From an optimization exercise on the open Yosys and OpenROAD flow, aimed at small area; shortcuts taken in it are not production practice. The RTL was checked by simulation tests, not by an equivalence proof against the original design. Power figures rest on the tool's default switching activity, not on a simulated workload.

==> xenon <==
## top
module top(
	input sys_clk,  
    input rst,  
    input button_b_n, 
    input button_a_n,
	output reg speaker,
    output reg [2:0] led
);
==> module button_synchronizer, before the edit <==
module button_synchronizer(
    input clk,
    input rst,
    input in, 
    output wire out
);
reg [2:0] sync_buffer;
always @(posedge clk) begin
    if (rst)
        sync_buffer <= 3'b000;
    else
        sync_buffer <= {sync_buffer[1:0], in};
end
assign out = sync_buffer[2];
endmodule
==> module button_debouncer, before the edit <==
module button_debouncer(
    input clk,
    input rst,
    input button,  
    output reg button_state,
    output reg button_event,
    output reg button_pressed,  
    output reg button_released  
);
reg [24:0] counter;
parameter HOLD = 1024;
reg button_debounced;
reg button_last;
always @(posedge clk) begin
    if (rst) begin
        counter <= 0;
        button_state <= 1'b0;
        button_last <= 1'b0;
        button_event <= 1'b0;
        button_pressed <= 1'b0;
        button_released <= 1'b0;
    end else begin
        button_event <= 0;
        button_pressed <= 0;
        button_released <= 0;
        if(button != button_last) begin
            counter <= 0;   
        end else begin
            if (counter == HOLD - 1) begin
                button_event <= 1;
                button_pressed <= button_last;
                button_released <= ~button_last;
                button_state <= button_last;
                counter <= counter + 1;
            end else if(counter == HOLD) begin
                button_state <= button_last;
            end else begin
                counter <= counter + 1;
            end
        end
        button_last <= button;
    end
end
endmodule
==> module speed_generator, before the edit <==
module speed_generator(
    input wire [3:0] speed,
    output reg [25:0] bpm_ticks
);
parameter FREQ = 240000;
always @(*) begin
    case (speed)
        4'd0: bpm_ticks = FREQ / 40 * 60 ;
        4'd1: bpm_ticks = FREQ / 60 * 60 ;
        4'd2: bpm_ticks = FREQ / 72 * 60 ;
        4'd3: bpm_ticks = FREQ / 80 * 60 ;
        4'd4: bpm_ticks = FREQ / 88 * 60 ;
        4'd5: bpm_ticks = FREQ / 96 * 60 ;
        4'd6: bpm_ticks = FREQ / 104 * 60 ;
        4'd7: bpm_ticks = FREQ / 112 * 60 ;
        4'd8: bpm_ticks = FREQ / 120 * 60 ;
        4'd9: bpm_ticks = FREQ / 132 * 60 ;
        4'd10: bpm_ticks = FREQ / 144 * 60 ;
        4'd11: bpm_ticks = FREQ / 152 * 60 ;
        4'd12: bpm_ticks = FREQ / 160 * 60 ;
        4'd13: bpm_ticks = FREQ / 176 * 60 ;
        4'd14: bpm_ticks = FREQ / 192 * 60 ;
        4'd15: bpm_ticks = FREQ / 208 * 60 ;
    endcase
end
endmodule
==> module top, before the edit <==
module top(
	input sys_clk,  
    input rst,  
    input button_b_n, 
    input button_a_n,
	output reg speaker,
    output reg [2:0] led
);
reg [25:0] counter;
reg [0:1] tick;
parameter FREQ = 240000;
parameter BPM = 90;
parameter BPM_DELAY = FREQ/BPM*60;
parameter BEEP_LENGTH_MS = 60;
parameter BEEP_DELAY = 600;
reg [3:0] speed;
wire [25:0] bpm_ticks;
wire button_a_pressed;
wire button_b_pressed;
wire button_a_sync;
wire button_b_sync;
wire button_a_state;
wire button_b_state;
button_synchronizer synchronizer_a(
    .clk(sys_clk),
    .rst(rst),
    .in(~button_a_n), 
    .out(button_a_sync)
);
button_debouncer debouncer_a(
    .clk(sys_clk),
    .rst(rst),
    .button(button_a_sync),  
    .button_state(button_a_state),
    .button_event(),
    .button_pressed(button_a_pressed),
    .button_released()
);
button_synchronizer synchronizer_b(
    .clk(sys_clk),
    .rst(rst),
    .in(~button_b_n), 
    .out(button_b_sync)
);
button_debouncer debouncer_b(
    .clk(sys_clk),
    .rst(rst),
    .button(button_b_sync),  
    .button_state(button_b_state),
    .button_event(),
    .button_pressed(button_b_pressed),
    .button_released()
);
speed_generator #(.FREQ(FREQ)) generator(
    .speed(speed),
    .bpm_ticks(bpm_ticks)
);
always @(posedge sys_clk) begin
    if (rst) begin
        speed <= 4'h1;
    end else if(button_a_pressed) begin
        speed <= speed - 1;
    end else if(button_b_pressed) begin
        speed <= speed + 1;
    end
end
always @(posedge sys_clk) begin    
    if (rst) begin
        speaker <= 1'b1;
        counter <= 26'd0;
        tick <= 2'b00;
        led <= 3'b000;
    end else if(counter >= bpm_ticks) begin
        speaker <= 1'b0;
        case(tick)
            2'b00: led <= 3'b011;
            2'b01: led <= 3'b110;
            2'b10: led <= 3'b101;
            2'b11: led <= 3'b000;
        endcase
        tick <= tick + 1;
        counter <= 0;
    end else if(counter == BEEP_DELAY) begin
        speaker <= 1'b1;
        counter <= counter + 1;
    end else
        counter <= counter + 1;
end
endmodule
clock: 10.0 ns
lec_check: 0
cap_margin: 20
core_margin: 2
core_utilization: 40
slew_margin: 20
run.sh (not shown) runs the stock make flow with config.mk's settings and CLKGATE_MAP_FILE= SYNTH_SCRIPT=/design/flow/synth_recipe.tcl, a recipe that flattens the netlist after the stock synthesis.
==> quartz: changes against xenon <==
==> flow/design.v (replaced) <==
module button_synchronizer(
    input clk,
    input rst,
    input in,
    output wire out
);
reg [2:0] sync_buffer;
always @(posedge clk) begin
    if (rst)
        sync_buffer <= 3'b000;
    else
        sync_buffer <= {sync_buffer[1:0], in};
end
assign out = sync_buffer[2];
endmodule
module button_debouncer(
    input clk,
    input rst,
    input button,  
    output wire button_pressed  
);
localparam [10:0] RELEASED = 11'b00000000111;
reg [10:0] state;
assign button_pressed = ~state[10] & state[9] & state[8] & state[5] &
                        state[4] & state[3] & state[2] & state[0];
wire feedback = ~(state[10] ^ state[8]) | button_pressed;
always @(posedge clk) begin
    if (rst | ~button)
        state <= RELEASED;
    else
        state <= {state[9:0], feedback};
end
endmodule
module speed_generator(
    input wire [3:0] speed,
    output wire [12:0] bpm_ticks
);
assign bpm_ticks =
    speed == 4'd0 ? 13'd6000 :
    speed == 4'd1 ? 13'd4000 :
    speed == 4'd2 ? 13'd3333 :
    speed == 4'd3 ? 13'd3000 :
    speed == 4'd4 ? 13'd2727 :
    speed == 4'd5 ? 13'd2500 :
    speed == 4'd6 ? 13'd2307 :
    speed == 4'd7 ? 13'd2142 :
    speed == 4'd8 ? 13'd2000 :
    speed == 4'd9 ? 13'd1818 :
    speed == 4'd10 ? 13'd1666 :
    speed == 4'd11 ? 13'd1578 :
    speed == 4'd12 ? 13'd1500 :
    speed == 4'd13 ? 13'd1363 :
    speed == 4'd14 ? 13'd1250 :
    13'd1153;
endmodule
module top(
    input sys_clk,  
    input rst,  
    input button_b_n,
    input button_a_n,
    output reg speaker,
    output wire [2:0] led
);
localparam [5:0] PHASE_START = 6'b001111;
reg [3:0] speed;
reg [5:0] phase;
reg [12:0] beat;
reg [1:0] tick;
wire [12:0] bpm_ticks;
wire button_a_pressed;
wire button_b_pressed;
wire button_a_sync;
wire button_b_sync;
button_synchronizer synchronizer_a(
    .clk(sys_clk),
    .rst(rst),
    .in(~button_a_n),
    .out(button_a_sync)
);
button_debouncer debouncer_a(
    .clk(sys_clk),
    .rst(rst),
    .button(button_a_sync),
    .button_pressed(button_a_pressed)
);
button_synchronizer synchronizer_b(
    .clk(sys_clk),
    .rst(rst),
    .in(~button_b_n),
    .out(button_b_sync)
);
button_debouncer debouncer_b(
    .clk(sys_clk),
    .rst(rst),
    .button(button_b_sync),
    .button_pressed(button_b_pressed)
);
speed_generator generator(
    .speed(speed),
    .bpm_ticks(bpm_ticks)
);
always @(posedge sys_clk) begin
    if (rst) begin
        speed <= 4'h1;
    end else if(button_a_pressed) begin
        speed <= speed - 1;
    end else if(button_b_pressed) begin
        speed <= speed + 1;
    end
end
wire hit = beat >= bpm_ticks;
wire clear = rst | hit;
wire phase_end = ~|phase[4:0];
always @(posedge sys_clk) begin
    if (clear | phase_end)
        phase <= PHASE_START;
    else
        phase <= {phase[4:0], phase[5] ^ phase[0]};
end
always @(posedge sys_clk) begin
    if (clear)
        beat <= 13'd0;
    else if (phase_end)
        beat <= beat + 1'b1;
end
always @(posedge sys_clk) begin
    if (rst)
        speaker <= 1'b1;
    else if (hit)
        speaker <= 1'b0;
    else if (beat[3] & beat[1])
        speaker <= 1'b1;
end
always @(posedge sys_clk) begin
    if (rst)
        tick <= 2'b00;
    else if (hit)
        tick <= {tick[0], ~tick[1]};
end
assign led = {tick[1], tick[0], tick[1] ^ tick[0]};
endmodule
==> flow/flow/run.sh (new file) <==
#!/bin/bash
# standard layout, run through the standard flow's own standard.sh
set -e
bash standard.sh > standard.log 2>&1
==> flow/standard.sh (new file) <==
#!/bin/bash
# synth_recipe.tcl (not shown) runs the flow's synth.tcl, then flattens the netlist and writes it again
# the make line also repeats each setting of config.mk as NAME=value (left out here)
make -C /OpenROAD-flow-scripts/flow DESIGN_CONFIG=/design/flow/config.mk WORK_HOME=/design/flow/orfs CLKGATE_MAP_FILE= SYNTH_SCRIPT=/design/flow/synth_recipe.tcl "${@:-finish}"
removed: flow/run.sh
==> run notes <==
Run status
The flow ran to the end and the layout has no timing, DRC or antenna violations.

Pwr
The maximum resistive drop on vdd is 89.0 uV. For the clock group, total power comes out at 0.346 mW. The proportion of power drawn by the clock network is 0.417.

Cells and area
The fraction of standard cell area in multi-input logic is 0.496. After the flow finishes, the layout carries non-filler instances totaling 792. 434 cells are multi-input combinational gates.

Timing
Final hold analysis gives a worst-case slack of 0.441 ns.

Drt
The initial DRC count is 181. The routed via count divided by cell count is 5.17.

Critical path
In this run the worst setup path terminates at bpm_ticks[9].

Logic synthesis
The cell count after synthesis is 607.
(the above is from xenon)
==> run notes <==
Critical path
The end of the critical path is phase[1]. The reg-to-reg endpoint is phase[1]. Measured in cells, the most critical reg-to-reg path has a length of 12.

Cells and area
The number of multi-input combinational cells in the layout is 208. The buffering overhead is 0.0278. The fraction of standard cell area in multi-input logic is 0.504.

Drt
The initial DRC count is 134. Dividing the detail-routed via count by the number of cells gives 5.09.

Die
The initial core utilization is 0.407.

Run status
The flow ran to the end and the layout has no timing, DRC or antenna violations.

Pwr
Across the VDD grid, the largest voltage drop is 89.8 uV. The proportion of power drawn by the clock network is 0.362. The clock network power consumption is 0.128 mW.

Timing
The count of endpoints failing hold in the final timing report came to 0. The tightest hold path in the finished design has a slack of 0.419 ns.

Global routing
The most congested layer reported by global routing is met1.

Clock tree
The number of buffers inserted by hold repair at cts is 0. In this run the post-CTS setup repair buffer count came out at 0.

Logic synthesis
The synthesized netlist occupies a cell area of 0.00255 mm^2. Of the total synthesized cell area, the portion taken by full adders, half adders and majority gates is 0.0882. Yosys mapped a number of flops with a built-in enable equal to 0.
(the above is from quartz)

[separate check: timing with driven ports]
The flow's constraints put no driver on any port. The routed layouts listed below were extracted and timed again, unchanged, in two steps. Step 1 assumes that a clkbuf_16 drives the clock port and a buf_2 every other input. Step 2 times the ports against the registers' clock, not the clock port: input delays grow and output delays shrink by t, the midpoint of the rising clock arrivals with the driver on. Slacks: ideal ports / drivers / drivers and shift; pairs: ideal ports / drivers.
run	shift t [ns]	setup WS [ns]	worst setup path at the end	latest minus earliest clock arrival (ns)	worst register clock-pin slew, ns
xenon	0.392	5.730 / 5.749 / 5.357	input to register	0.009 / 0.008	0.08 / 0.08
quartz	0.336	6.383 / 6.383 / 6.177	input to register	0.009 / 0.010	0.11 / 0.11
After both steps setup and hold are still met in every run listed. For xenon, which loses most, drivers alone change the setup slack by +0.019 ns; drivers and shift together by -0.373 ns.
